This is an optimization exercise on Yosys and OpenROAD, whose aim is small area, not a production implementation. The RTL was checked by simulation tests, not by an equivalence proof against the original design. Power figures rest on the tool's default switching activity, not on a simulated workload.

===== flow/design.v =====
module music_top(
    input clk,
    input rst,       
    input play,      
    input right_button,
    input left_button,
    input loop,  
    input [7:0] kb_data,     
    input kb_data_valid,     
    input [15:0] sw,
    output [15:0] led,
    output audio_mclk,  
    output audio_lrck,  
    output audio_sck,   
    output audio_sdin,  
    output [6:0] DISPLAY,
    output [3:0] DIGIT
);
    reg [12:0] tick;
    always @(posedge clk, posedge rst)
        if (rst) tick <= 13'd0;
        else     tick <= tick + 13'd1;
    wire display_en = (tick[11:0] == 12'hFFF) & ~tick[12];
    wire rise_fast  = (tick[9:0]  == 10'h3FF) & ~tick[10];
    wire rise_norm  = (tick[10:0] == 11'h7FF) & ~tick[11];
    wire frame_en   = (tick[8:0]  == 9'h0FF);
    reg [2:0] loop_c, lb_c, rb_c;
    always @(posedge clk, posedge rst)
        if (rst) begin
            loop_c <= 3'd0; lb_c <= 3'd0; rb_c <= 3'd0;
        end else begin
            loop_c <= loop ? ((&loop_c) ? 3'd7 : loop_c + 3'd1) : 3'd0;
            lb_c   <= left_button ? ((&lb_c) ? 3'd7 : lb_c + 3'd1) : 3'd0;
            rb_c   <= right_button ? ((&rb_c) ? 3'd7 : rb_c + 3'd1) : 3'd0;
        end
    wire loop_de  = &loop_c;
    wire left_de  = &lb_c;
    wire right_de = &rb_c;
    reg [3:0] play_c;
    reg play_1p, play_pause;
    always @(posedge clk, posedge rst)
        if (rst) begin
            play_c <= 4'd0; play_1p <= 1'b0; play_pause <= 1'b0;
        end else begin
            play_c <= play ? (play_c[3] ? 4'd8 : play_c + 4'd1) : 4'd0;
            play_1p <= (play_c == 4'd7);
            play_pause <= play_pause ^ play_1p;
        end
    localparam [2:0] K_ACK = 3'd0, K_BAT = 3'd1, K_INA = 3'd2,
                     K_KEY = 3'd3, K_BRK = 3'd4, K_EXT = 3'd5;
    reg [2:0] ks;
    reg [3:0] fid;
    reg [2:0] ktm;
    reg [3:0] code_id;
    always @(*) begin
        case (kb_data)
            8'h2D: code_id = 4'd1;    
            8'h72: code_id = 4'd2;    
            8'h7A: code_id = 4'd3;    
            8'h6B: code_id = 4'd4;    
            8'h73: code_id = 4'd5;    
            8'h74: code_id = 4'd6;    
            8'h1A: code_id = 4'd7;    
            8'h22: code_id = 4'd8;    
            8'h1C: code_id = 4'd9;    
            8'h23: code_id = 4'd10;   
            8'h1D: code_id = 4'd11;   
            8'h1B: code_id = 4'd12;   
            8'h44: code_id = 4'd13;   
            8'h4D: code_id = 4'd14;   
            8'h54: code_id = 4'd15;   
            default: code_id = 4'd0;
        endcase
    end
    always @(posedge clk, posedge rst)
        if (rst) begin
            ks <= K_ACK;
            ktm <= 3'd0;
        end else begin
            if (ktm != 3'd0) ktm <= ktm - 3'd1;
            if (kb_data_valid) begin
                case (ks)
                    K_ACK: ks <= (kb_data == 8'hAA) ? K_KEY : (kb_data == 8'hFA) ? K_BAT : K_INA;
                    K_BAT: ks <= (kb_data == 8'hAA) ? K_KEY : K_ACK;
                    K_INA: ks <= (kb_data == 8'hAA) ? K_KEY : K_INA;
                    K_KEY: begin
                        if (kb_data == 8'hF0) ks <= K_BRK;
                        else if (kb_data == 8'hE0) ks <= K_EXT;
                        else if (code_id != 4'd0) ktm <= 3'd5;
                    end
                    K_BRK: ks <= K_KEY;
                    K_EXT: ks <= (kb_data == 8'hF0) ? K_BRK : K_KEY;
                    default: ks <= K_ACK;
                endcase
            end
        end
    always @(posedge clk)
        if (kb_data_valid) fid <= code_id;
    wire act = (ktm == 3'd1);
    reg reverse, fast;
    reg [2:0] loop_width, volume;
    reg [1:0] octave, duty;    
    always @(posedge clk, posedge rst)
        if (rst) begin
            reverse <= 1'b0; fast <= 1'b0; loop_width <= 3'd3;
            volume <= 3'd3; octave <= 2'd2; duty <= 2'd0;
        end else if (act) begin
            case (fid)
                4'd1: reverse <= ~reverse;
                4'd2, 4'd3, 4'd4, 4'd5, 4'd6: loop_width <= fid[2:0];
                4'd7: fast <= 1'b0;
                4'd8: fast <= 1'b1;
                4'd9: if (volume != 3'd1) volume <= volume - 3'd1;
                4'd10: if (volume != 3'd5) volume <= volume + 3'd1;
                4'd11: if (octave != 2'd3) octave <= octave + 2'd1;
                4'd12: if (octave != 2'd1) octave <= octave - 2'd1;
                4'd13: duty <= 2'd0;
                4'd14: duty <= 2'd1;
                4'd15: duty <= 2'd2;
                default: ;
            endcase
        end
    reg [11:0] ibeat;
    reg [9:0] bound_hi;
    reg bound_lo;
    wire [11:0] bound = {bound_hi, bound_lo, bound_lo};
    wire play_en = fast ? rise_fast : rise_norm;
    wire [11:0] fwd = (ibeat < 12'd63) ? ibeat + 12'd1 : 12'd0;
    wire [11:0] bwd = (ibeat != 12'd0) ? ibeat - 12'd1 : 12'd63;
    wire [11:0] lw4 = {7'd0, loop_width, 2'b00};    
    wire at_bound = (ibeat == bound);
    reg [11:0] next_ibeat;
    always @(*) begin
        if (!loop_de)
            next_ibeat = reverse ? bwd : fwd;
        else if (reverse)
            next_ibeat = (ibeat > 12'd67 - lw4 || !at_bound) ? bwd : ibeat + lw4 - 12'd1;
        else
            next_ibeat = (ibeat < lw4 - 12'd4 || !at_bound) ? fwd : ibeat - lw4 + 12'd1;
    end
    always @(posedge clk, posedge rst)
        if (rst) begin
            ibeat <= 12'd0; bound_hi <= 10'd0; bound_lo <= 1'b0;
        end else if (play_en && play_pause) begin
            ibeat <= next_ibeat;
            if (!loop_de) begin
                if (reverse) begin
                    bound_hi <= ibeat[11:2]; bound_lo <= 1'b0;
                end else if (ibeat < 12'd63) begin
                    bound_hi <= ibeat[11:2]; bound_lo <= 1'b1;
                end else begin
                    bound_hi <= 10'd0; bound_lo <= 1'b0;
                end
            end
        end
    wire in_song = (ibeat[11:6] == 6'd0);
    wire [3:0] step = ibeat[5:2];
    reg [3:0] led_step;
    reg led_all;
    always @(posedge clk, posedge rst)
        if (rst) begin
            led_step <= 4'd0; led_all <= 1'b0;
        end else if (play_pause) begin
            led_step <= step; led_all <= ~in_song;
        end
    genvar gi;
    generate for (gi = 0; gi < 16; gi = gi + 1) begin : g_led
        assign led[15 - gi] = led_all | (led_step == gi);
    end endgenerate
    reg [2:0] tone;        
    reg gated;             
    always @(*) begin
        gated = 1'b1;
        case (step)
            4'd0:  begin tone = 3'd0; gated = 1'b0; end
            4'd1:  tone = 3'd1;
            4'd2:  tone = 3'd2;
            4'd3:  tone = 3'd0;
            4'd4:  tone = 3'd3;
            4'd5:  tone = 3'd4;
            4'd6:  begin tone = 3'd5; gated = 1'b0; end
            4'd7:  tone = 3'd6;
            4'd8:  tone = 3'd7;
            4'd9:  tone = 3'd3;
            4'd10: begin tone = 3'd0; gated = 1'b0; end
            4'd11: tone = 3'd0;
            4'd12: begin tone = 3'd3; gated = 1'b0; end
            4'd13: tone = 3'd0;
            4'd14: begin tone = 3'd3; gated = 1'b0; end
            default: tone = 3'd6;
        endcase
    end
    wire sounding = play_pause & in_song & sw[~step] & ~(gated & left_de);
    reg [11:0] tdiv;
    always @(*) begin
        case ({octave, tone})
            {2'd1, 3'd0}: tdiv = 12'd3846;
            {2'd1, 3'd1}: tdiv = 12'd1612;
            {2'd1, 3'd2}: tdiv = 12'd1515;
            {2'd1, 3'd3}: tdiv = 12'd3424;
            {2'd1, 3'd4}: tdiv = 12'd2032;
            {2'd1, 3'd5}: tdiv = 12'd2873;
            {2'd1, 3'd6}: tdiv = 12'd1908;
            {2'd1, 3'd7}: tdiv = 12'd2272;
            {2'd3, 3'd0}: tdiv = 12'd961;
            {2'd3, 3'd1}: tdiv = 12'd401;
            {2'd3, 3'd2}: tdiv = 12'd378;
            {2'd3, 3'd3}: tdiv = 12'd850;
            {2'd3, 3'd4}: tdiv = 12'd506;
            {2'd3, 3'd5}: tdiv = 12'd714;
            {2'd3, 3'd6}: tdiv = 12'd477;
            {2'd3, 3'd7}: tdiv = 12'd568;
            {2'd2, 3'd0}: tdiv = 12'd1923;
            {2'd2, 3'd1}: tdiv = 12'd803;
            {2'd2, 3'd2}: tdiv = 12'd757;
            {2'd2, 3'd3}: tdiv = 12'd1700;
            {2'd2, 3'd4}: tdiv = 12'd1012;
            {2'd2, 3'd5}: tdiv = 12'd1428;
            {2'd2, 3'd6}: tdiv = 12'd954;
            {2'd2, 3'd7}: tdiv = 12'd1136;
            default: tdiv = 12'd0;
        endcase
    end
    wire [11:0] nd = sounding ? tdiv : 12'd1;
    reg [11:0] pcnt;
    reg note_clk, up;
    reg [1:0] am_c;            
    reg [15:0] am;
    wire run = pcnt < nd;
    wire [11:0] duty_thr = (duty == 2'd0) ? {3'd0, nd[11:3]} :
                           (duty == 2'd1) ? {2'd0, nd[11:2]} : {1'b0, nd[11:1]};
    wire am_hit = nd[11] ? (am_c == 2'd1) : (am_c == 2'd0);
    reg [15:0] vol_step;
    always @(*) begin
        case (volume)
            3'd1: vol_step = 16'd80;
            3'd2: vol_step = 16'd120;
            3'd3: vol_step = 16'd150;
            3'd4: vol_step = 16'd200;
            default: vol_step = 16'd250;
        endcase
    end
    wire [15:0] am_add = am[15] ? (up ? vol_step : -vol_step) : 16'd0;
    wire [15:0] am_next = ~am + 16'd1 + am_add;
    always @(posedge clk, posedge rst)
        if (rst) begin
            pcnt <= 12'd0; note_clk <= 1'b0; up <= 1'b1; am_c <= 2'd0; am <= 16'd1;
        end else if (run) begin
            pcnt <= pcnt + 12'd1;
            note_clk <= pcnt < duty_thr;
            up <= pcnt < {1'b0, nd[11:1]};
            if (am_hit) begin
                am_c <= 2'd0;
                am <= am_next;
            end else
                am_c <= (am_c == 2'd0) ? 2'd1 : 2'd2;
        end else begin
            pcnt <= 12'd0; up <= 1'b1; am_c <= 2'd0; am <= 16'd1;
        end
    reg [3:0] rnd;
    reg [10:0] ncnt;
    reg noise_clk;
    reg [10:0] nduty;
    always @(*) begin
        case (rnd)
            4'd1: nduty = 11'd1953;
            4'd2: nduty = 11'd976;
            4'd3: nduty = 11'd651;
            4'd4: nduty = 11'd488;
            4'd5: nduty = 11'd390;
            4'd6: nduty = 11'd325;
            4'd7: nduty = 11'd279;
            4'd8: nduty = 11'd244;
            4'd9: nduty = 11'd217;
            4'd10: nduty = 11'd195;
            4'd11: nduty = 11'd177;
            4'd12: nduty = 11'd162;
            4'd13: nduty = 11'd150;
            4'd14: nduty = 11'd139;
            default: nduty = 11'd130;
        endcase
    end
    always @(posedge clk, posedge rst)
        if (rst) begin
            rnd <= 4'b1100; ncnt <= 11'd0; noise_clk <= 1'b0;
        end else begin
            rnd <= {rnd[1] ^ rnd[0], rnd[3:1]};
            if (rnd == 4'd15 && ncnt >= 11'd1041)
                ncnt <= 11'd0;
            else begin
                ncnt <= ncnt + 11'd1;
                noise_clk <= ncnt < nduty;
            end
        end
    wire is_am = in_song & (step == 4'd11 || step == 4'd13);
    reg is_noise;
    always @(*) begin
        case (step)
            4'd0, 4'd6, 4'd10: is_noise = left_de;
            4'd4, 4'd12: is_noise = 1'b1;
            4'd14: is_noise = left_de | right_de;
            default: is_noise = 1'b0;
        endcase
    end
    reg [15:0] sample;
    always @(*) begin
        if (!sounding)
            sample = 16'h0000;
        else if (is_am)
            sample = am;
        else if (is_noise)
            sample = noise_clk ? 16'h6000 : 16'hA000;
        else case (volume)
            3'd1: sample = note_clk ? 16'h1000 : 16'hF000;
            3'd2: sample = note_clk ? 16'h2000 : 16'hE000;
            3'd3: sample = note_clk ? 16'h4000 : 16'hC000;
            3'd4: sample = note_clk ? 16'h5000 : 16'hB000;
            default: sample = note_clk ? 16'h6000 : 16'hA000;
        endcase
    end
    reg [15:0] audio;
    always @(posedge clk, posedge rst)
        if (rst) audio <= 16'd0;
        else if (frame_en) audio <= sample;
    assign audio_mclk = tick[1];
    assign audio_lrck = tick[8];
    assign audio_sck = 1'b1;
    assign audio_sdin = audio[4'd0 - tick[7:4]];
    reg [3:0] digit_r;
    reg [2:0] value;
    always @(posedge clk, posedge rst)
        if (rst) begin
            value <= 3'd0; digit_r <= 4'b1111;
        end else if (display_en) begin
            case (digit_r)
                4'b1110: begin value <= 3'd0; digit_r <= 4'b1101; end
                4'b1101: begin value <= volume; digit_r <= 4'b1011; end
                4'b1011: begin value <= {1'b0, octave}; digit_r <= 4'b0111; end
                4'b0111: begin value <= loop_width; digit_r <= 4'b1110; end
                default: begin value <= 3'd0; digit_r <= 4'b1110; end
            endcase
        end
    assign DIGIT = digit_r;
    reg [6:0] seg;
    always @(*) begin
        case (value)
            3'd1: seg = 7'b111_1001;
            3'd2: seg = 7'b010_0100;
            3'd3: seg = 7'b011_0000;
            3'd4: seg = 7'b001_1001;
            3'd5: seg = 7'b001_0010;
            3'd6: seg = 7'b000_0010;
            3'd7: seg = 7'b111_1000;
            default: seg = 7'b011_1111;
        endcase
    end
    assign DISPLAY = seg;
endmodule

===== flow/constraint.sdc =====
create_clock -name core_clock -period 150.0 [get_ports {clk}]
set_input_delay 30.0000 -clock core_clock [delete_from_list [all_inputs] [get_ports {clk}]]
set_output_delay 30.0000 -clock core_clock [all_outputs]
set_load 0.01 [all_outputs]

===== flow/run.sh =====
#!/bin/bash
# synth_recipe.tcl (not shown) runs the flow's synth.tcl, then flattens the netlist and writes it again
# the make line also repeats each setting of config.mk as NAME=value (left out here)
make -C /OpenROAD-flow-scripts/flow DESIGN_CONFIG=/design/flow/config.mk WORK_HOME=/design/flow/orfs CLKGATE_MAP_FILE= SYNTH_SCRIPT=/design/flow/synth_recipe.tcl finish

===== flow/config.mk =====
export PLATFORM = sky130hd
export DESIGN_NAME = music_top
export DESIGN_NICKNAME = music_top
export VERILOG_FILES = /design/flow/design.v
export SDC_FILE = /design/flow/constraint.sdc
export NUM_CORES = 4
export LEC_CHECK = 0
export CAP_MARGIN = 20
export CORE_MARGIN = 2
export CORE_UTILIZATION = 40
export SLEW_MARGIN = 20

==> run summary <==
power breakdown:
group	total (mW)	switching, mW	internal (mW)
combinational	0.102	0.0551	0.0472
clock	0.0450	0.0194	0.0256
sequential	0.0575	0.0106	0.0469
total	0.205	0.0852	0.120
cells in the final DEF (no fill, tap or decap), types with 14 or more instances in the layout:
master | synthesis | layout
o211ai_1 | 18 | 18
nand2_1 | 115 | 115
nor3_1 | 32 | 32
o31ai_1 | 27 | 27
inv_1 | 100 | 99
nor2b_1 | 32 | 32
nor2_1 | 110 | 110
nand3_1 | 41 | 41
clkbuf_16 | 0 | 17
o21ai_0 | 91 | 91
xnor2_1 | 67 | 67
o22ai_1 | 14 | 14
a21oi_1 | 86 | 86
and2_1 | 14 | 14
clkdlybuf4s50_1 | 0 | 60
a31oi_1 | 15 | 14
xor2_1 | 30 | 30
a21o_1 | 23 | 23
dfrtp_1 | 132 | 132
nand2b_1 | 23 | 23
nand4_1 | 19 | 19
ha_1 | 147 | 147
mux2i_1 | 24 | 24
and3_1 | 23 | 23
cell usage after synthesis, drive strengths merged, types with 9 or more instances:
cell type,instances,share of area
a211o,10,0.0066
a211oi,11,0.0063
a21o,23,0.013
a21oi,86,0.033
a22o,13,0.0086
a31o,9,0.0060
a31oi,15,0.0071
and2,14,0.0066
and3,23,0.011
buf,24,0.012
clkbuf,57,0.016
dfrtp,132,0.25
dfstp,13,0.026
ha,147,0.14
inv,103,0.029
mux2,12,0.010
mux2i,25,0.020
nand2,115,0.033
nand2b,23,0.011
nand3,41,0.016
nand4,19,0.0090
nor2,111,0.033
nor2b,32,0.015
nor3,32,0.012
nor4,11,0.0062
o211ai,18,0.010
o21a,13,0.0074
o21ai,93,0.035
o22ai,14,0.0066
o31ai,27,0.015
or3,12,0.0057
or4,10,0.0057
xnor2,67,0.045
xor2,30,0.020
sequential cells by signal, summed over array words and instances (netlist names), 3 cells and up:
name	flops
led_step	4
pcnt	12
ncnt	11
fid	4
ks	3
digit_r	4
rb_c	3
ibeat	12
value	3
tick	13
loop_width	3
ktm	3
bound_hi	10
lb_c	3
audio	16
play_c	4
volume	3
am	16
rnd	4
loop_c	3
critical path: stages:
cell,delay (ns)
clkdlybuf4s50_1,0.46
mux2i_1,0.06
a22oi_1,0.30
nand3_1,0.18
a211oi_2,0.27
buf_4,0.28
o21ai_0,0.27
ha_1,0.38
nand4_1,0.08
nor2_1,0.21
o2111ai_1,0.17
nor4_2,0.20
a211o_1,0.84
nor3_1,0.15
cell families after synthesis:
| logic type | share of synthesized area |
|---|---|
| multiplexers | 0.0439 |
| AND/OR/NAND/NOR | 0.189 |
| AO/OA/AOI/OAI | 0.215 |
| other | 0.000570 |
| flip-flops | 0.286 |
| XOR/XNOR | 0.0645 |
| buffers and inverters | 0.0583 |
| adder cells (fa/ha/maj) | 0.143 |
area by class of cell:
class                   instances  area [sq um]  share of cell area
clock inverters                13           168              0.0114
inverters                     105           399              0.0272
clock buffers                  19           443              0.0302
flip-flops and latches        149          3760               0.256
repair buffers                 72           694              0.0473
multi-input cells            1198          8660               0.590
diodes                          1          2.50            0.000170
well taps                     442           553              0.0377
routing by layer:
layer  share of wire  track usage  up-vias
li1                -            -     5608
met1            0.47        0.273     5431
met2            0.46        0.340      268
met3           0.049       0.0358       44
met4           0.016       0.0568        0
met5               0            0        -
how the worst max path moves through the flow:
stage	startpoint	end	slack, ns	depth (start not counted)
floorplan	rst	am[10]$_DFFE_PP0P_	116.13	1
global placement	sw[12]	am[13]$_DFFE_PP0P_	115.99	13
detailed placement	sw[12]	am[13]$_DFFE_PP0P_	115.98	13
CTS	sw[12]	am[13]$_DFFE_PP0P_	116.45	13
global route	sw[10]	am[13]$_DFFE_PP0P_	116.21	14
finish	sw[12]	am[13]$_DFFE_PP0P_	116.42	14
==> impl_metrics.ini <==
[outcome]
status = timing/DRC/antenna clean

[clocking]
root_buffer = clkbuf_16
postCtsResizedCells = 0
htree_levels = 4
cts_tree = built
cts_hold_buf = 0
numCtsBuffers = 17
cts_setup_buffers = 0
cts.sinks = 149
insertion_delay_ns = 0.45
path_clk_slew_ns = 0.07
clock_path_buffers = 2

[drt]
dr.pass1.iters = 5
vias = 11400
routedWlPerCell_um = 17.0
vias_per_cell = 5.68
wl_um = 34000
drcViolationCount = 0
dr.first_iter.drc_count = 826
postRouteAntennaNets = 0

[yosys]
synthesis.area_sq_um = 13200
synthFlopType = dfrtp_1
ys_ff_latch = 149
syn_nets = 1713
synth_edf_count = 4
synth.avg_cell_area_sq_um = 8.60
synth-seq-area-share = 0.286
yosys_warnings = 1
synth.distinct_cells = 87
postSynthCellCount = 1533
async_reset_ff_frac = 0.973

[min_path]
hold_start = rnd[1]$_DFF_PP0_
hold_class = register to register
whs_endpoint = rnd[0]$_DFF_PP0_
hold-path-cell-count = 0

[worst_setup_path]
end_kind = register
regToRegSetupSlack_ns = 144.56
worstPathMaxFanout = 29
path_class = input port to register
startpoint_type = input port
r2r-start = ibeat[5]$_DFFE_PP0P_
reg2reg_depth = 15
reg2reg_to = am[13]$_DFFE_PP0P_
worstPathRequired_ns = 150.29
crit_arrival_ns = 33.87

[finish]
stdcell_count = 1999
fin_area_sq_um = 14700
area_growth_pct = 11.4
final_nets = 1723
final_util = 0.453
fill_cells = 3182
layout-drive-gt1-share = 0.0656

[timing]
timing.final.crit_share = 0.224
fin_setup_tns_ns = 0
setup_viol = 0
worstMarginPinSlew_ns = 1.01
setup_ws_ns = 116.42
period_needed_ns = 33.58
worst_hold_slack_ns = 0.431
finClkSkew_ns = 0.0114
rsz0062_at_grt = false
report.final.slew_viol_count = 0
max_freq_mhz = 29.8
relSlewSlack = 0.317
hold_viol = 0

[place]
dp_slack_ns = 115.98
place_inst = 1966
hpwl_um = 25000
port-buffer-count = 60
gp_congestion = 0.925
place_area_sq_um = 14100

[pwr]
ir_drop_mv = 0.00928
power_density_nw_per_um2 = 14.0
p_leak_nw = 6.44
power.total_uw = 205

[global_route]
first_global_vias = 10900
overflow = 0
grt_use_total = 0.204
antenna_found_initial = 1
grt_pass1_wl_um = 56200
grt_max_degree = 82

[die]
die_h_um = 186
io_pins = 62
rows = 66
initial_core_util = 0.406
core_area_sq_um = 32500
die-area_sq_um = 34400
die_w_um = 186

[flow_run]
cap_violations = 0

-- afterwards: timing with drivers on the ports --
The results above use ideal ports. As a check the final layout listed here was re-extracted and re-timed, cells and wires unchanged. Step 1: set_driving_cell puts a clkbuf_16 on clk and a buf_2 on each other input, an assumption about the parent block. Step 2 also shifts input and output timing later by t, the mid clock arrival at the registers, as if the neighbouring blocks saw the same clock. a / b / c = ideal ports / drivers / drivers and shift; a / b = the first two.
t (ns): 0.490
setup slack, ns: 116.416 / 116.443 / 115.953
hold slack, ns: 0.431 / 0.431 / 0.431
worst setup path at the end: input to register
slew at the worst register clock pin (ns): 0.07 / 0.07
After both steps this run still meets setup and hold. The setup slack of this run moves by +0.027 ns with the drivers and by -0.463 ns with both steps.
